What follows belongs to an exercise in optimizing a design on an open flow for small area and a short achievable clock period; a production flow would make more cautious choices.
Where RTL was checked, it was by simulation tests only, not by an equivalence proof against the original.

==> job 3559 <==
// processor
module processor
#(
	parameter DATA_WIDTH 	= 32,
	parameter OPCODE_WIDTH 	= 4,
	parameter ALU_OP_WIDTH  = 3,
	parameter DATAMEM_WIDTH = 8,
	parameter INSADDR_WIDTH	= 8,
	parameter INS_WIDTH		= OPCODE_WIDTH + DATAMEM_WIDTH
)
(
	input          clk, rst,
	input          [	INS_WIDTH-1:0] 	instr,
	output         [INSADDR_WIDTH-1:0] 	instr_addr,
	output         mem_wr,
	output         [ DATAMEM_WIDTH-1:0]	mem_addr,
	input  signed  [	DATA_WIDTH-1:0] mem_data_in,
	output signed  [	DATA_WIDTH-1:0] mem_data_out
);
Settings: LEC_CHECK=0, ABC_AREA=1, CAP_MARGIN=20, CORE_MARGIN=2, CORE_UTILIZATION=40, CTS_BUF_LIST=sky130_fd_sc_hd__clkbuf_4 sky130_fd_sc_hd__clkbuf_8, SETUP_SLACK_MARGIN=4, SLEW_MARGIN=20; clock period 10.0 ns.
standard.sh (not shown) runs the stock make flow with config.mk's settings and CLKGATE_MAP_FILE= SYNTH_SCRIPT=/design/flow/synth_recipe.tcl, a recipe that flattens the netlist after the stock synthesis.
==> flow/flow/run.sh <==
#!/bin/bash
# Layout flow: the standard flow (standard.sh: ORFS synthesis to final
# layout, unchanged), with the port buffers made of plain buffers
# (sky130_fd_sc_hd__buf_N) instead of the delay buffer the resizer picks by
# default. Every input and output port still gets its own buffer.
export BUFFER_PORTS_ARGS="-buffer_cell sky130_fd_sc_hd__buf_${PORT_BUF:-2}"
bash standard.sh > standard.log 2>&1
==> job 5523 (differences from job 3559) <==
--- a/flow/design.v
+++ b/flow/design.v
@@ -476,111 +476,123 @@
 assign cy[0] = 1'b0;
 assign cy[1] = g[0] | (p[0] & cy[0]);
 assign cy[2] = g[1] | (p[1] & cy[1]);
 assign cy[3] = g[2] | (p[2] & cy[2]);
 assign cy[4] = g[3] | (p[3] & cy[3]);
 assign cy[5] = g[4] | (p[4] & cy[4]);
 assign cy[6] = g[5] | (p[5] & cy[5]);
-assign cy[7] = g[6] | (p[6] & cy[6]);
-assign cy[8] = g[7] | (p[7] & cy[7]);
-assign cy[9] = g[8] | (p[8] & cy[8]);
-wire G1_0 = g[10] | (p[10] & g[9]);
-wire P1_0 = p[10] & p[9];
-wire G3_2 = g[12] | (p[12] & g[11]);
-wire P3_2 = p[12] & p[11];
-wire G5_4 = g[14] | (p[14] & g[13]);
-wire P5_4 = p[14] & p[13];
-wire G7_6 = g[16] | (p[16] & g[15]);
-wire P7_6 = p[16] & p[15];
-wire G9_8 = g[18] | (p[18] & g[17]);
-wire P9_8 = p[18] & p[17];
-wire G11_10 = g[20] | (p[20] & g[19]);
-wire P11_10 = p[20] & p[19];
-wire G13_12 = g[22] | (p[22] & g[21]);
-wire P13_12 = p[22] & p[21];
-wire G15_14 = g[24] | (p[24] & g[23]);
-wire P15_14 = p[24] & p[23];
-wire G17_16 = g[26] | (p[26] & g[25]);
-wire P17_16 = p[26] & p[25];
-wire G19_18 = g[28] | (p[28] & g[27]);
-wire P19_18 = p[28] & p[27];
-wire G21_20 = g[30] | (p[30] & g[29]);
-wire P21_20 = p[30] & p[29];
+wire G1_0 = g[7] | (p[7] & g[6]);
+wire P1_0 = p[7] & p[6];
+wire G3_2 = g[9] | (p[9] & g[8]);
+wire P3_2 = p[9] & p[8];
+wire G5_4 = g[11] | (p[11] & g[10]);
+wire P5_4 = p[11] & p[10];
+wire G7_6 = g[13] | (p[13] & g[12]);
+wire P7_6 = p[13] & p[12];
+wire G9_8 = g[15] | (p[15] & g[14]);
+wire P9_8 = p[15] & p[14];
+wire G11_10 = g[17] | (p[17] & g[16]);
+wire P11_10 = p[17] & p[16];
+wire G13_12 = g[19] | (p[19] & g[18]);
+wire P13_12 = p[19] & p[18];
+wire G15_14 = g[21] | (p[21] & g[20]);
+wire P15_14 = p[21] & p[20];
+wire G17_16 = g[23] | (p[23] & g[22]);
+wire P17_16 = p[23] & p[22];
+wire G19_18 = g[25] | (p[25] & g[24]);
+wire P19_18 = p[25] & p[24];
+wire G21_20 = g[27] | (p[27] & g[26]);
+wire P21_20 = p[27] & p[26];
+wire G23_22 = g[29] | (p[29] & g[28]);
+wire P23_22 = p[29] & p[28];
 wire G3_0 = G3_2 | (P3_2 & G1_0);
 wire P3_0 = P3_2 & P1_0;
 wire G7_4 = G7_6 | (P7_6 & G5_4);
 wire P7_4 = P7_6 & P5_4;
 wire G11_8 = G11_10 | (P11_10 & G9_8);
 wire P11_8 = P11_10 & P9_8;
 wire G15_12 = G15_14 | (P15_14 & G13_12);
 wire P15_12 = P15_14 & P13_12;
 wire G19_16 = G19_18 | (P19_18 & G17_16);
 wire P19_16 = P19_18 & P17_16;
+wire G23_20 = G23_22 | (P23_22 & G21_20);
+wire P23_20 = P23_22 & P21_20;
 wire G7_0 = G7_4 | (P7_4 & G3_0);
 wire P7_0 = P7_4 & P3_0;
 wire G15_8 = G15_12 | (P15_12 & G11_8);
 wire P15_8 = P15_12 & P11_8;
+wire G23_16 = G23_20 | (P23_20 & G19_16);
+wire P23_16 = P23_20 & P19_16;
 wire G15_0 = G15_8 | (P15_8 & G7_0);
 wire P15_0 = P15_8 & P7_0;
+wire G23_0 = G23_16 | (P23_16 & G15_0);
+wire P23_0 = P23_16 & P15_0;
 wire G11_0 = G11_8 | (P11_8 & G7_0);
 wire P11_0 = P11_8 & P7_0;
 wire G19_0 = G19_16 | (P19_16 & G15_0);
 wire P19_0 = P19_16 & P15_0;
 wire G5_0 = G5_4 | (P5_4 & G3_0);
 wire P5_0 = P5_4 & P3_0;
 wire G9_0 = G9_8 | (P9_8 & G7_0);
 wire P9_0 = P9_8 & P7_0;
 wire G13_0 = G13_12 | (P13_12 & G11_0);
 wire P13_0 = P13_12 & P11_0;
 wire G17_0 = G17_16 | (P17_16 & G15_0);
 wire P17_0 = P17_16 & P15_0;
 wire G21_0 = G21_20 | (P21_20 & G19_0);
 wire P21_0 = P21_20 & P19_0;
-wire G2_0 = g[11] | (p[11] & G1_0);
-wire P2_0 = p[11] & P1_0;
-wire G4_0 = g[13] | (p[13] & G3_0);
-wire P4_0 = p[13] & P3_0;
-wire G6_0 = g[15] | (p[15] & G5_0);
-wire P6_0 = p[15] & P5_0;
-wire G8_0 = g[17] | (p[17] & G7_0);
-wire P8_0 = p[17] & P7_0;
-wire G10_0 = g[19] | (p[19] & G9_0);
-wire P10_0 = p[19] & P9_0;
-wire G12_0 = g[21] | (p[21] & G11_0);
-wire P12_0 = p[21] & P11_0;
-wire G14_0 = g[23] | (p[23] & G13_0);
-wire P14_0 = p[23] & P13_0;
-wire G16_0 = g[25] | (p[25] & G15_0);
-wire P16_0 = p[25] & P15_0;
-wire G18_0 = g[27] | (p[27] & G17_0);
-wire P18_0 = p[27] & P17_0;
-wire G20_0 = g[29] | (p[29] & G19_0);
-wire P20_0 = p[29] & P19_0;
-assign cy[10] = g[9] | (p[9] & cy[9]);
-assign cy[11] = G1_0 | (P1_0 & cy[9]);
-assign cy[12] = G2_0 | (P2_0 & cy[9]);
-assign cy[13] = G3_0 | (P3_0 & cy[9]);
-assign cy[14] = G4_0 | (P4_0 & cy[9]);
-assign cy[15] = G5_0 | (P5_0 & cy[9]);
-assign cy[16] = G6_0 | (P6_0 & cy[9]);
-assign cy[17] = G7_0 | (P7_0 & cy[9]);
-assign cy[18] = G8_0 | (P8_0 & cy[9]);
-assign cy[19] = G9_0 | (P9_0 & cy[9]);
-assign cy[20] = G10_0 | (P10_0 & cy[9]);
-assign cy[21] = G11_0 | (P11_0 & cy[9]);
-assign cy[22] = G12_0 | (P12_0 & cy[9]);
-assign cy[23] = G13_0 | (P13_0 & cy[9]);
-assign cy[24] = G14_0 | (P14_0 & cy[9]);
-assign cy[25] = G15_0 | (P15_0 & cy[9]);
-assign cy[26] = G16_0 | (P16_0 & cy[9]);
-assign cy[27] = G17_0 | (P17_0 & cy[9]);
-assign cy[28] = G18_0 | (P18_0 & cy[9]);
-assign cy[29] = G19_0 | (P19_0 & cy[9]);
-assign cy[30] = G20_0 | (P20_0 & cy[9]);
-assign cy[31] = G21_0 | (P21_0 & cy[9]);
+wire G2_0 = g[8] | (p[8] & G1_0);
+wire P2_0 = p[8] & P1_0;
+wire G4_0 = g[10] | (p[10] & G3_0);
+wire P4_0 = p[10] & P3_0;
+wire G6_0 = g[12] | (p[12] & G5_0);
+wire P6_0 = p[12] & P5_0;
+wire G8_0 = g[14] | (p[14] & G7_0);
+wire P8_0 = p[14] & P7_0;
+wire G10_0 = g[16] | (p[16] & G9_0);
+wire P10_0 = p[16] & P9_0;
+wire G12_0 = g[18] | (p[18] & G11_0);
+wire P12_0 = p[18] & P11_0;
+wire G14_0 = g[20] | (p[20] & G13_0);
+wire P14_0 = p[20] & P13_0;
+wire G16_0 = g[22] | (p[22] & G15_0);
+wire P16_0 = p[22] & P15_0;
+wire G18_0 = g[24] | (p[24] & G17_0);
+wire P18_0 = p[24] & P17_0;
+wire G20_0 = g[26] | (p[26] & G19_0);
+wire P20_0 = p[26] & P19_0;
+wire G22_0 = g[28] | (p[28] & G21_0);
+wire P22_0 = p[28] & P21_0;
+wire G24_0 = g[30] | (p[30] & G23_0);
+wire P24_0 = p[30] & P23_0;
+assign cy[7] = g[6] | (p[6] & cy[6]);
+assign cy[8] = G1_0 | (P1_0 & cy[6]);
+assign cy[9] = G2_0 | (P2_0 & cy[6]);
+assign cy[10] = G3_0 | (P3_0 & cy[6]);
+assign cy[11] = G4_0 | (P4_0 & cy[6]);
+assign cy[12] = G5_0 | (P5_0 & cy[6]);
+assign cy[13] = G6_0 | (P6_0 & cy[6]);
+assign cy[14] = G7_0 | (P7_0 & cy[6]);
+assign cy[15] = G8_0 | (P8_0 & cy[6]);
+assign cy[16] = G9_0 | (P9_0 & cy[6]);
+assign cy[17] = G10_0 | (P10_0 & cy[6]);
+assign cy[18] = G11_0 | (P11_0 & cy[6]);
+assign cy[19] = G12_0 | (P12_0 & cy[6]);
+assign cy[20] = G13_0 | (P13_0 & cy[6]);
+assign cy[21] = G14_0 | (P14_0 & cy[6]);
+assign cy[22] = G15_0 | (P15_0 & cy[6]);
+assign cy[23] = G16_0 | (P16_0 & cy[6]);
+assign cy[24] = G17_0 | (P17_0 & cy[6]);
+assign cy[25] = G18_0 | (P18_0 & cy[6]);
+assign cy[26] = G19_0 | (P19_0 & cy[6]);
+assign cy[27] = G20_0 | (P20_0 & cy[6]);
+assign cy[28] = G21_0 | (P21_0 & cy[6]);
+assign cy[29] = G22_0 | (P22_0 & cy[6]);
+assign cy[30] = G23_0 | (P23_0 & cy[6]);
+assign cy[31] = G24_0 | (P24_0 & cy[6]);
 assign result = p ^ cy[31:0];
 endmodule
 module instr_decoder
 (
 	input  [3:0] opcode,
 	input        nzero,      
 	output       sel_mul,    
==> flow/flow/run.sh (replaced) <==
#!/bin/bash
# Layout flow: the standard flow (standard.sh: ORFS synthesis to final
# layout, unchanged), with the port buffers made of plain buffers
# (sky130_fd_sc_hd__buf_N) instead of the delay buffer the resizer picks by
# default. Every input and output port still gets its own buffer.
export BUFFER_PORTS_ARGS="-buffer_cell sky130_fd_sc_hd__buf_1"
bash standard.sh > standard.log 2>&1
Settings changed: SETUP_SLACK_MARGIN 4 to 3.
==> qor summary <==
item	job 5523	job 3559
Outcome	timing/DRC/antenna clean	timing/DRC/antenna clean
Area delta synth->final	6.89%	17.0%
Number of different library cells in the post-synthesis netlist	42	48
Levels on crit path	21	29
Worst EP arrival	6.89 ns	6.22 ns
Sequential element share of the synthesized area	14.1%	14.0%
Routed wire length on met2	11600 µm	13600 µm
Count of multi-input gates	783	814
Net count of the mapped netlist	1238	1259
Iteration-0 DRC count of the detailed router	719	723
Overall routed net length	26000 µm	28800 µm
Final instance count without filler cells	1369	1430
Number of non-clock buffers	101	140
Met3 GRT Util	4.66%	3.48%
Cell total after placement	1359	1381
Relative slew margins	35.0%	39.7%
For job 3559, only the layout was checked, not whether the RTL still works.

## re-timing with driven ports
The results above use ideal ports. As a check the final layouts listed here were re-extracted and re-timed, cells and wires unchanged. Step 1: set_driving_cell puts a clkbuf_16 on clk and a buf_2 on each other input, an assumption about the parent block. Step 2, shift: input delay + t, output delay - t, t = (earliest + latest rising clock arrival at the registers) / 2. This alone moves slack from input paths to output paths. a / b / c = no drivers / after step 1 / after step 2; a / b = the first two.
run | t (ns) | slack for setup (ns) | hold slack, ns | clock arrival spread, ns | worst data-port slew with drivers (ns)
job 3559 | 0.342 | 3.980 / 3.959 / 3.618 | 0.596 / 0.596 / 0.596 | 0.011 / 0.011 | 0.07
job 5523 | 0.392 | 3.373 / 3.339 / 2.947 | 0.600 / 0.600 / 0.600 | 0.018 / 0.019 | 0.07
After both steps setup and hold are still met in every run listed. For job 5523, which loses most, drivers alone change the setup slack by -0.034 ns; drivers and shift together by -0.426 ns.
